From an optimization exercise on the open Yosys and OpenROAD flow, aimed at small area, a short achievable clock period and few clock cycles; shortcuts taken in it are not production practice.
In this exercise RTL edits were held to simulation tests only and were not proved equivalent to the original.

== JK ==
## fir_filter
module fir_filter #(
    parameter DATA_WIDTH = 16,
    parameter TAPS = 16
)(
    input wire clk,
    input wire reset,
    input wire start_fir,
    input wire [1:0] filter_mode,
    input wire [TAPS*DATA_WIDTH-1:0] input_buffer,
    output reg signed [DATA_WIDTH-1:0] fir_output,
    output reg fir_done
);
==> flow/config.mk <==
export PLATFORM = sky130hd
export DESIGN_NAME = fir_filter
export DESIGN_NICKNAME = fir_filter
export VERILOG_FILES = /design/flow/design.v
export SDC_FILE = /design/flow/constraint.sdc
export NUM_CORES = 4
export LEC_CHECK = 0
export CAP_MARGIN = 20
export CORE_MARGIN = 2
export CORE_UTILIZATION = 40
export GPL_TIMING_DRIVEN = 1
export PLACE_DENSITY = 0.6
export SETUP_SLACK_MARGIN = 4.3
export SLEW_MARGIN = 20
export SYNTH_HIERARCHICAL = 1
export SYNTH_MINIMUM_KEEP_SIZE = 0
==> flow/constraint.sdc <==
create_clock -name core_clock -period 11.0 [get_ports {clk}]
set_input_delay 2.2000 -clock core_clock [delete_from_list [all_inputs] [get_ports {clk}]]
set_output_delay 2.2000 -clock core_clock [all_outputs]
set_load 0.01 [all_outputs]
standard.sh (not shown) runs the stock make flow with config.mk's settings and CLKGATE_MAP_FILE= SYNTH_SCRIPT=/design/flow/synth_recipe.tcl, a recipe that flattens the netlist after the stock synthesis.
==> flow/flow/run.sh <==
#!/bin/bash
# The standard layout (standard.sh) with smaller port buffers (buf_1).
set -uo pipefail
bash standard.sh "BUFFER_PORTS_ARGS=-buffer_cell sky130_fd_sc_hd__buf_1" finish > standard_make.log 2>&1
Testbench counts of JK, summed over its fixed seeds: cycles 1,032.
Input changes introduced in MS (baseline for comparison: JK):
Settings: a change of SETUP_SLACK_MARGIN from 4.3 to 4.0.
## What came out
Of MS and JK, it is MS that has the higher layout filler cell count. Between MS and JK, the number of clock buffer instances in the layout is lower for JK. Per the comparison of MS with JK, global-route track usage on met1 went up by 0.47 points, count of plain and timing-repair buffers went down by 41. JK has lower worst hold slack across all endpoints than MS. For the final critical-path required period, MS came in 0.024 ns higher than JK did. Looking only at global routing usage on met3, and setting everything else aside, the higher value of MS and JK goes to MS. Between MS and JK, the first-pass GRT wire length is lower for MS. Against JK, MS comes in 0.024 ns lower on worst setup margin.

Another version of the RTL of fir_filter (not shown whole).
For scale: about 2000 cells after synthesis, ~280 I/O pins, ~17000 um2 of cells after synthesis.
clock: 11.0 ns
lec_check: 0
cap_margin: 20
core_margin: 2
core_utilization: 40
gpl_timing_driven: 1
place_density: 0.6
setup_slack_margin: 4.5
slew_margin: 20
synth_hierarchical: 1
synth_minimum_keep_size: 0
Scripts as last shown in full above: flow/flow/run.sh
The starting point completed without violations.
Testbench counts at the start, summed over its fixed seeds: cycles 1,032.
==> next run, changes <==
Settings changed: SETUP_SLACK_MARGIN 4.5 to 4.4.
The new run completed without violations.
Core utilization went down by 1.8 points.
Design area shrinks by 3.7%.
First-iteration DRC count is higher by 19%.
Maximum frequency fell by 1.3%.
Synthesized cell count is unchanged.
Wire length falls by 1.9%.
Count of clock-buffer cells in the layout climbs by 1.
Global-route usage is lower by 0.72 points.
==> next run, changes <==
Settings changed: SETUP_SLACK_MARGIN 4.4 to 3.9.
Outcome:
- clock-buffer cell count is unchanged
- maximum frequency falls by 6.2%
- via count falls by 1.9%
- die area does not change
- non-clock buffer count falls by 26
- setup slack is worse by 0.43 ns
- wire length falls by 2.8%
- global-route usage falls by 0.12 points
- critical path depth falls by 1

Another version of the RTL of fir_filter (not shown whole).
Size: ~1,800 cells after synthesis, ~280 I/O pins.
==> flow/design.v (excerpt) <==
module fir_filter #(
    parameter DATA_WIDTH = 16,
    parameter TAPS = 16
)(
    input wire clk,
    input wire reset,
    input wire start_fir,
    input wire [1:0] filter_mode,
    input wire [TAPS*DATA_WIDTH-1:0] input_buffer,
    output reg signed [DATA_WIDTH-1:0] fir_output,
    output reg fir_done
);
    wire m0 = filter_mode == 2'd0;
    wire m1 = filter_mode == 2'd1;
    wire m2 = filter_mode == 2'd2;
    wire m3 = filter_mode == 2'd3;
    wire [15:0] x0 = input_buffer[15:0];
    wire [15:0] x1 = input_buffer[31:16];
    wire [15:0] x2 = input_buffer[47:32];
    wire [15:0] x3 = input_buffer[63:48];
    wire [15:0] x4 = input_buffer[79:64];
    wire [15:0] x5 = input_buffer[95:80];
    wire [15:0] x6 = input_buffer[111:96];
    wire [15:0] x7 = input_buffer[127:112];
    wire [15:0] x8 = input_buffer[143:128];
    wire [15:0] x9 = input_buffer[159:144];
    wire [15:0] x10 = input_buffer[175:160];
    wire [15:0] x11 = input_buffer[191:176];
    wire [15:0] x12 = input_buffer[207:192];
  ...
Settings: LEC_CHECK=0, CAP_MARGIN=20, CORE_MARGIN=2, CORE_UTILIZATION=40, GPL_TIMING_DRIVEN=1, PLACE_DENSITY=0.6, SETUP_SLACK_MARGIN=4.0, SLEW_MARGIN=20, SYNTH_HIERARCHICAL=1, SYNTH_MINIMUM_KEEP_SIZE=0; clock period 11.0 ns.
Scripts as last shown in full above: flow/flow/run.sh
Testbench counts at the start, summed over its fixed seeds: cycles 1,032.
Next try:
- GPL_TIMING_DRIVEN: 1 -> 0
=> The new run finished clean. Sequential cell count stays the same. Die area stays the same. Worst setup slack degrades by 0.026 ns.
Next try:
- SETUP_SLACK_MARGIN: 4.0 -> 4.6
Result: Final area came out higher by 6.2%; count of clock-buffer cells in the layout came out higher by 2; utilization rises by 3.0 points; die area is unchanged; worst setup slack improves by 0.076 ns.
Next try:
- GPL_TIMING_DRIVEN: 0 -> 1
- SETUP_SLACK_MARGIN: 4.6 -> 4.3
Result:
- The new run completed without violations
- routed wire length falls by about a fifth
- setup slack gains 0.058 ns
- cell area falls by a few percent
- hold slack got worse by 0.010 ns
- flip-flop and latch count does not change
- first-iteration DRC count came out lower by about a fifth
- non-clock buffer count shrinks by 47
- critical path depth decreases by 1
- area after synthesis stays the same
- via count falls by a few percent

Starting RTL as in the previous note.
Settings: LEC_CHECK=0, CAP_MARGIN=20, CORE_MARGIN=2, CORE_UTILIZATION=40, GPL_TIMING_DRIVEN=0, PLACE_DENSITY=0.75, SETUP_SLACK_MARGIN=4.0, SLEW_MARGIN=20, SYNTH_HIERARCHICAL=1, SYNTH_MINIMUM_KEEP_SIZE=0; clock period 11.0 ns.
Scripts as last shown in full above: flow/flow/run.sh
The first run completed with no timing, DRC or antenna violations.
Testbench counts at the start, summed over its fixed seeds: cycles 1,032.
Next try:
==> flow/flow/run.sh (replaced) <==
#!/bin/bash
# The standard layout (standard.sh), with smaller port buffers and power
# recovery (downsizing of gates off the critical paths) after global routing.
set -uo pipefail
bash standard.sh "BUFFER_PORTS_ARGS=-buffer_cell sky130_fd_sc_hd__buf_1" RECOVER_POWER=100 finish > standard_make.log 2>&1
CAP_MARGIN = 0   (was 20)
PLACE_DENSITY = 0.6   (was 0.75)
SETUP_SLACK_MARGIN = default   (was 4.0)
SLEW_MARGIN = 0   (was 20)
- The new run reached the layout checks and failed them: max-capacitance violations, max-slew violations
- global-route usage stays flat
- final area decreases by a few percent
- synthesized cell count stays the same
- wire length decreases slightly
Next try:
CAP_MARGIN = 20   (was 0)
SETUP_SLACK_MARGIN = 4.0   (was default)
SLEW_MARGIN = 20   (was 0)
The changed run ran to the end with no violations.
Die area is unchanged.
Area after synthesis does not change.
Utilization is higher by 2.1 points.

RTL: one of the versions met above, not the one the previous note started from.
For scale: about 2000 cells after synthesis, ~280 I/O pins.
==> flow/config.mk <==
export PLATFORM = sky130hd
export DESIGN_NAME = fir_filter
export DESIGN_NICKNAME = fir_filter
export VERILOG_FILES = /design/flow/design.v
export SDC_FILE = /design/flow/constraint.sdc
export NUM_CORES = 4
export LEC_CHECK = 0
export CAP_MARGIN = 20
export CORE_MARGIN = 2
export CORE_UTILIZATION = 45
export GPL_TIMING_DRIVEN = 1
export PLACE_DENSITY = 0.65
export SETUP_SLACK_MARGIN = 4.4
export SLEW_MARGIN = 20
export SYNTH_HIERARCHICAL = 1
export SYNTH_MINIMUM_KEEP_SIZE = 0
==> flow/constraint.sdc <==
create_clock -name core_clock -period 11.0 [get_ports {clk}]
set_input_delay 2.2000 -clock core_clock [delete_from_list [all_inputs] [get_ports {clk}]]
set_output_delay 2.2000 -clock core_clock [all_outputs]
set_load 0.01 [all_outputs]
==> flow/flow/run.sh <==
#!/bin/bash
# The standard layout (standard.sh) with smaller port buffers (buf_1).
set -uo pipefail
bash standard.sh "BUFFER_PORTS_ARGS=-buffer_cell sky130_fd_sc_hd__buf_1" finish > standard_make.log 2>&1
Testbench counts at the start, summed over its fixed seeds: cycles 1,032.
Edit:
--- a/flow/config.mk
+++ b/flow/config.mk
@@ -10 +10 @@
-export CORE_UTILIZATION = 45
+export CORE_UTILIZATION = 40
@@ -12,2 +12,2 @@
-export PLACE_DENSITY = 0.65
-export SETUP_SLACK_MARGIN = 4.4
+export PLACE_DENSITY = 0.6
+export SETUP_SLACK_MARGIN = 4.65
=> Routed wire length increases by roughly a tenth; area after synthesis stays the same; core utilization fell by 1.6 points; global-route usage fell by 0.48 points; worst setup slack is better by 0.14 ns.

fir_filter again, from the RTL that the note above started with.
Settings: LEC_CHECK=0, CAP_MARGIN=20, CORE_MARGIN=2, CORE_UTILIZATION=40, GPL_TIMING_DRIVEN=1, PLACE_DENSITY=0.6, SETUP_SLACK_MARGIN=4.3, SLEW_MARGIN=20, SYNTH_HIERARCHICAL=1, SYNTH_MINIMUM_KEEP_SIZE=0; clock period 11.0 ns.
==> flow/flow/run.sh <==
#!/bin/bash
# The standard layout (standard.sh) with smaller port buffers (buf_1), and the
# AOI21 cells of the synthesized netlist started at their smallest size
# (flow/downsize.tcl, run before floorplanning).
set -uo pipefail
bash standard.sh "BUFFER_PORTS_ARGS=-buffer_cell sky130_fd_sc_hd__buf_1" "PRE_FLOORPLAN_TCL=$(pwd)/flow/downsize.tcl" finish > standard_make.log 2>&1
==> flow/flow/downsize.tcl <==
# Run before floorplanning: synthesis maps the AOI21 cells of the prefix adders to
# the double-strength a21oi_2; start them at a21oi_1 and let timing repair upsize
# the ones on critical paths.
set db [ord::get_db]
set block [ord::get_db_block]
set small [$db findMaster sky130_fd_sc_hd__a21oi_1]
set n 0
foreach inst [$block getInsts] {
  if {[[$inst getMaster] getName] eq "sky130_fd_sc_hd__a21oi_2"} {
    $inst swapMaster $small
    incr n
  }
}
puts "downsize.tcl: a21oi_2 -> a21oi_1 on $n instances"
Testbench counts at the start, summed over its fixed seeds: cycles 1,032.
Rerun with:
==> flow/flow/run.sh (replaced) <==
#!/bin/bash
# The standard layout (standard.sh) with smaller port buffers (buf_1).
set -uo pipefail
bash standard.sh "BUFFER_PORTS_ARGS=-buffer_cell sky130_fd_sc_hd__buf_1" finish > standard_make.log 2>&1
SETUP_SLACK_MARGIN = 4.1   (was 4.3)
removed: flow/flow/downsize.tcl
=> Non-clock buffer count shrinks by 19. Core utilization fell by 1.4 points. Sequential share of layout area falls by 0.19 points. Hold slack is about the same. Final cell count rose by 1.3%. Die area grows by 4.0%. Wire length goes up by 3.3%.
Rerun with:
SETUP_SLACK_MARGIN = 4.3   (was 4.1)
Result: Routed wire length came out higher slightly. Final area rises slightly. Sequential share of layout area barely changes.

static timing again, ports no longer ideal:
Ports are ideal in the flow. The routed layouts listed here were re-timed in OpenROAD.
Step 1 (the two cells are an assumption about what drives the block):
set clk [get_ports {clk}]
set_driving_cell -lib_cell sky130_fd_sc_hd__clkbuf_16 $clk
set_driving_cell -lib_cell sky130_fd_sc_hd__buf_2 [delete_from_list [all_inputs] $clk]
Step 2, shift: input delay + t, output delay - t, t = (earliest + latest rising clock arrival at the registers) / 2. This alone moves slack from input paths to output paths.
Slacks: ideal ports / drivers / drivers and shift; pairs: ideal ports / drivers.
run | t, ns | setup WS [ns] | worst setup path after step 2 | clock arrival spread, ns | worst register clock-pin slew, ns
JK | 0.367 | 4.113 / 4.134 / 3.766 | input to register | 0.013 / 0.013 | 0.06 / 0.06
MS | 0.366 | 4.089 / 4.042 / 3.775 | input to register | 0.004 / 0.005 | 0.06 / 0.06
the first run of note 2 | 0.386 | 4.597 / 4.615 / 4.242 | input to register | 0.008 / 0.008 | 0.06 / 0.06
the second run of note 2 | 0.385 | 4.512 / 4.534 / 4.149 | input to register | 0.006 / 0.005 | 0.06 / 0.06
the third run of note 2 | 0.380 | 4.080 / 4.107 / 3.727 | input to register | 0.006 / 0.006 | 0.05 / 0.05
the first run of note 3 | 0.398 | 4.084 / 4.062 / 3.712 | input to register | 0.014 / 0.014 | 0.07 / 0.07
the second run of note 3 | 0.380 | 4.059 / 4.063 / 3.683 | input to register | 0.012 / 0.011 | 0.06 / 0.06
the third run of note 3 | 0.373 | 4.135 / 4.120 / 3.747 | input to register | 0.007 / 0.007 | 0.06 / 0.06
the fourth run of note 3 | 0.389 | 4.193 / 4.144 / 3.887 | input to register | 0.011 / 0.011 | 0.06 / 0.06
the first run of note 4 | 0.375 | 3.989 / 3.992 / 3.617 | input to register | 0.010 / 0.010 | 0.06 / 0.06
the second run of note 4 | 0.374 | 2.412 / 2.435 / 2.060 | input to register | 0.008 / 0.007 | 0.06 / 0.06
the third run of note 4 | 0.379 | 2.442 / 2.465 / 2.086 | input to register | 0.011 / 0.012 | 0.06 / 0.06
the first run of note 5 | 0.368 | 4.502 / 4.520 / 4.160 | input to register | 0.009 / 0.009 | 0.06 / 0.06
the second run of note 5 | 0.374 | 4.643 / 4.670 / 4.296 | input to register | 0.013 / 0.013 | 0.06 / 0.06
the first run of note 6 | 0.379 | 4.392 / 4.417 / 4.038 | input to register | 0.013 / 0.012 | 0.06 / 0.06
the second run of note 6 | 0.383 | 4.298 / 4.325 / 3.942 | input to register | 0.006 / 0.006 | 0.06 / 0.06
the third run of note 6 | 0.382 | 4.465 / 4.492 / 4.110 | input to register | 0.007 / 0.006 | 0.06 / 0.06
For the third run of note 3, which loses most, drivers alone change the setup slack by -0.015 ns; drivers and shift together by -0.388 ns.
